Source: an optimization exercise on an open RTL-to-GDS flow (aim: small area). Production flows keep margins and buffers that such runs may drop. Only simulation tests tie the RTL to the original design; equivalence was not proved. No driver is modelled on the clock port, so clocking that relies on it looks cheaper here than on a real chip. Power and IR drop assume default switching activity.

Design axi_apb_bridge_top, start of the top module:
module axi_apb_bridge_top (
    input         s_axi_clk,
    input         s_axi_aresetn,
    input  [31:0] s_axi_awaddr,
    input         s_axi_awvalid,
    output        s_axi_awready,
    input  [31:0] s_axi_wdata,
    input         s_axi_wvalid,
    input  [3:0]  s_axi_wstrb,
    output        s_axi_wready,
    output [1:0]  s_axi_bresp,
    output        s_axi_bvalid,
    input         s_axi_bready,
    input  [31:0] s_axi_araddr,
    input         s_axi_arvalid,
    output        s_axi_arready,
    output [1:0]  s_axi_rresp,
    output        s_axi_rvalid,
    output [31:0] s_axi_rdata,
    input         s_axi_rready,
    input  [2:0]  s_axi_arprot,
    input  [2:0]  s_axi_awprot,
    output [31:0] m_apb_paddr,
    output [2:0]  m_apb_pprot,
    output [15:0] m_apb_psel,
    output        m_apb_penable,
    output        m_apb_pwrite,
    output [31:0] m_apb_pwdata,
    output [3:0]  m_apb_pstrb,
    input  [15:0] m_apb_pready,
    input  [31:0] m_apb_prdata,
    input  [31:0] m_apb_prdata2,
    input  [31:0] m_apb_prdata3,
    input  [31:0] m_apb_prdata4,
    input  [31:0] m_apb_prdata5,
    input  [31:0] m_apb_prdata6,
    input  [31:0] m_apb_prdata7,
    input  [31:0] m_apb_prdata8,
    input  [31:0] m_apb_prdata9,
    input  [31:0] m_apb_prdata10,
    input  [31:0] m_apb_prdata11,
    input  [31:0] m_apb_prdata12,
    input  [31:0] m_apb_prdata13,
    input  [31:0] m_apb_prdata14,
    input  [31:0] m_apb_prdata15,
    input  [31:0] m_apb_prdata16,
    input  [15:0] m_apb_pslverr
);
For scale: ~600 cells after synthesis.
==> flow/config.mk <==
export PLATFORM = sky130hd
export DESIGN_NAME = axi_apb_bridge_top
export DESIGN_NICKNAME = axi_apb_bridge_top
export VERILOG_FILES = /design/flow/design.v
export SDC_FILE = /design/flow/constraint.sdc
export NUM_CORES = 4
export LEC_CHECK = 0
export ABC_AREA = 1
export CAP_MARGIN = 20
export CORE_AREA = 10 10 280 280
export DIE_AREA = 0 0 290 290
export PLACE_DENSITY = 0.75
export SLEW_MARGIN = 20
==> flow/constraint.sdc <==
create_clock -name core_clock -period 6.0 [get_ports {s_axi_clk}]
set_input_delay 1.2000 -clock core_clock [delete_from_list [all_inputs] [get_ports {s_axi_clk}]]
set_output_delay 1.2000 -clock core_clock [all_outputs]
set_load 0.01 [all_outputs]
standard.sh (not shown) runs the stock make flow with config.mk's settings and CLKGATE_MAP_FILE= SYNTH_SCRIPT=/design/flow/synth_recipe.tcl, a recipe that flattens the netlist after the stock synthesis.
==> flow/flow/run.sh <==
#!/bin/bash
# The standard layout (standard.sh) with four changes:
#  - synthesis keeps the small AND-OR-invert modules of rtl/read_data_mux.v as
#    their own modules while mapping (SYNTH_HIERARCHICAL 1), then flattens as usual;
#  - ABC maps with an area-oriented script (flow/area.abc) instead of ORFS's;
#  - the port buffers are the smallest buffer cell (sky130_fd_sc_hd__buf_1);
#  - clock tree synthesis builds its tree of sky130_fd_sc_hd__clkbuf_8 only and
#    adds no dummy loads; after it, flow/post_cts.tcl downsizes clock buffers
#    and logic cells where slews, capacitances and timing keep their margins.
# Synthesis is otherwise the standard flow's own script (synth_recipe.tcl), so the registers
# and their names are those of the standard synthesis.
set -euo pipefail
here=$(pwd)
{
  echo 'proc abc {args} {'
  echo '  set i [lsearch -exact $args -script]'
  echo '  if {$i >= 0} { lset args [expr {$i + 1}] $::env(MY_ABC_SCRIPT) }'
  echo '  yosys abc {*}$args'
  echo '}'
  cat synth_recipe.tcl
} > my_synth.tcl
export MY_ABC_SCRIPT=$here/flow/area.abc
export POST_CTS_TCL=$here/flow/post_cts.tcl
export CTS_ARGS="-sink_clustering_enable -repair_clock_nets -dont_use_dummy_load -buf_list sky130_fd_sc_hd__clkbuf_8"
bash standard.sh SYNTH_SCRIPT=$here/my_synth.tcl SYNTH_HIERARCHICAL=1 \
  "BUFFER_PORTS_ARGS=-buffer_cell sky130_fd_sc_hd__buf_1" finish > standard_flow.log 2>&1
==> flow/flow/post_cts.tcl <==
# After clock tree synthesis, recover area by downsizing:
#  2. each other logic cell to the smallest drive strength of its own cell
#     family that keeps every slew and capacitance at least 20% under the
#     library's limits (as ORFS's repair aims) and the setup slack >= 0.3 ns
#     (or no worse than before, where already closer than that).
set clk_limit 0.110
proc max_clk_slew {pins} {
  set mx 0
  foreach p $pins {
    set s [get_property $p slew_max]
    if {$s > $mx} { set mx $s }
  }
  return $mx
}
proc drc_ok {} {

  expr {[sta::max_slew_check_slack_limit] >= [lindex $::lim 0] && [sta::max_capacitance_check_slack_limit] >= [lindex $::lim 1]
        && [sta::worst_slack_cmd max] >= [lindex $::lim 2] && [sta::worst_slack_cmd min] >= [lindex $::lim 3]}
}
proc min2 {a b} { expr {$a < $b ? $a : $b} }
estimate_parasitics -placement
set all_clk [get_pins -hierarchical */CLK]
set m0 [max_clk_slew $all_clk]
puts "post_cts: max clock-pin slew before: $m0; area before: [rsz::design_area]"
set n 0; set nb 0
foreach inst [[ord::get_db_block] getInsts] {
  if {[[$inst getMaster] getName] ne "sky130_fd_sc_hd__clkbuf_8"} continue
  incr nb
  set b [$inst getName]
  set out [get_pins -of_objects [get_cells $b] -filter "direction==output"]
  set clk_sinks {}
  foreach p [get_pins -of_objects [get_nets -of_objects $out] -filter "direction==input"] {
    if {[get_property $p lib_pin_name] eq "CLK"} { lappend clk_sinks $p }
  }
  if {[llength $clk_sinks] == 0} continue
  replace_cell [get_cells $b] sky130_fd_sc_hd__clkbuf_4
  estimate_parasitics -placement
  if {[max_clk_slew $clk_sinks] > $clk_limit || [max_clk_slew $all_clk] > $m0 + 0.001} {
    replace_cell [get_cells $b] sky130_fd_sc_hd__clkbuf_8
    estimate_parasitics -placement
  } else {
    incr n
  }
}
puts "post_cts: $n of $nb clock buffers made clkbuf_4"
set m1 [max_clk_slew $all_clk]
set nd 0
puts "post_cts: slew [sta::max_slew_check_slack_limit] cap [sta::max_capacitance_check_slack_limit] wns [sta::worst_slack_cmd max] whs [sta::worst_slack_cmd min]"
set ::lim [list [min2 0.2 [sta::max_slew_check_slack_limit]] [min2 0.2 [sta::max_capacitance_check_slack_limit]] \
  [min2 0.3e-9 [sta::worst_slack_cmd max]] [min2 0.05e-9 [sta::worst_slack_cmd min]]]
if {1} {
  foreach inst [[ord::get_db_block] getInsts] {
    set name [[$inst getMaster] getName]
    if {![regexp {^sky130_fd_sc_hd__(.+)_([0-9]+)$} $name -> fam sz]} continue
    if {[regexp {^(df|edf|sdf|dl|clkbuf|clkinv|conb|tap|fill|decap|diode|lpflow|probe)} $fam]} continue
    if {[$inst isFixed]} continue
    set sizes {}
    foreach lc [get_lib_cells sky130_fd_sc_hd__${fam}_*] {
      set ln [get_name $lc]
      if {[regexp "^sky130_fd_sc_hd__${fam}_(\[0-9\]+)\$" $ln -> s] && $s < $sz} { lappend sizes $s }
    }
    set cur $name
    foreach s [lsort -integer $sizes] {
      set cand sky130_fd_sc_hd__${fam}_$s
      replace_cell [get_cells [$inst getName]] $cand
      estimate_parasitics -placement
      if {[drc_ok] && [max_clk_slew $all_clk] <= $m1 + 0.001} { set cur $cand; incr nd; break }
      replace_cell [get_cells [$inst getName]] $name
      estimate_parasitics -placement
    }
  }
}
puts "post_cts: $nd logic cells downsized; max clock-pin slew [max_clk_slew $all_clk]; area after: [rsz::design_area]"
detailed_placement
check_placement -verbose
Other scripts of this flow, unchanged in this note and not shown: flow/flow/area.abc
Then changed:
Settings changed: PLACE_DENSITY 0.75 to 0.85.
Total power came out higher by 0.81%.
Critical path depth came out lower by 1.
Setup slack is worse by 0.10 ns.
Via count came out higher by 1.0%.
Hold slack is worse by 0.0084 ns.
Utilization is about the same.
Wire length came out higher by 5.1%.
Register-to-register slack is worse by 0.15 ns.
Final cell count hardly moves.
Combinational power barely changes.
First-iteration DRC count came out lower by 1.7%.
Then changed:
--- a/flow/flow/post_cts.tcl
+++ b/flow/flow/post_cts.tcl
@@ -4,5 +4,5 @@
 #     library's limits (as ORFS's repair aims) and the setup slack >= 0.3 ns
 #     (or no worse than before, where already closer than that).
-set clk_limit 0.110
+set clk_limit 0.100
 proc max_clk_slew {pins} {
   set mx 0
Settings changed: PLACE_DENSITY 0.85 to 0.95.
What happened: Critical path depth is unchanged. Global-route usage fell by 0.88 points. Synthesized area stays the same. Utilization barely changes.
Then changed:
Settings changed: GPL_TIMING_DRIVEN set to 0, PLACE_DENSITY 0.95 to 0.85.
Sequential share of layout area came out lower by 0.27 points.
Combinational power hardly moves.
Worst hold slack gains 0.021 ns.
Clock skew came out lower by 0.012 ns.
Total power came out higher by about 4.4%.
Global-route usage came out higher by 1.5 points.
Wire length came out higher by about 13%.
Cell count came out higher by 0.34%.

==> separate check: timing with driven ports <==
No port has a modelled driver above. Below, the same layouts with a new extraction and two added sets of constraints.
Step 1: set_driving_cell puts a clkbuf_16 on s_axi_clk and a buf_2 on each other input, an assumption about the parent block.
Step 2, shift: input delay + t, output delay - t, t = (earliest + latest rising clock arrival at the registers) / 2. This alone moves slack from input paths to output paths.
a / b / c = no drivers / after step 1 / after step 2; a / b = the first two.
| run | shift t [ns] | setup WS [ns] | cell pins on the clock port's net |
|---|---|---|---|
| the first run | 0.528 | 0.434 / 0.389 / 0.848 | 1 |
| the second run | 0.526 | 0.333 / 0.286 / 0.813 | 1 |
| the third run | 0.534 | 0.359 / 0.310 / 0.792 | 1 |
| the fourth run | 0.543 | 0.263 / 0.215 / 0.502 | 1 |
After both steps setup and hold are still met in every run listed.
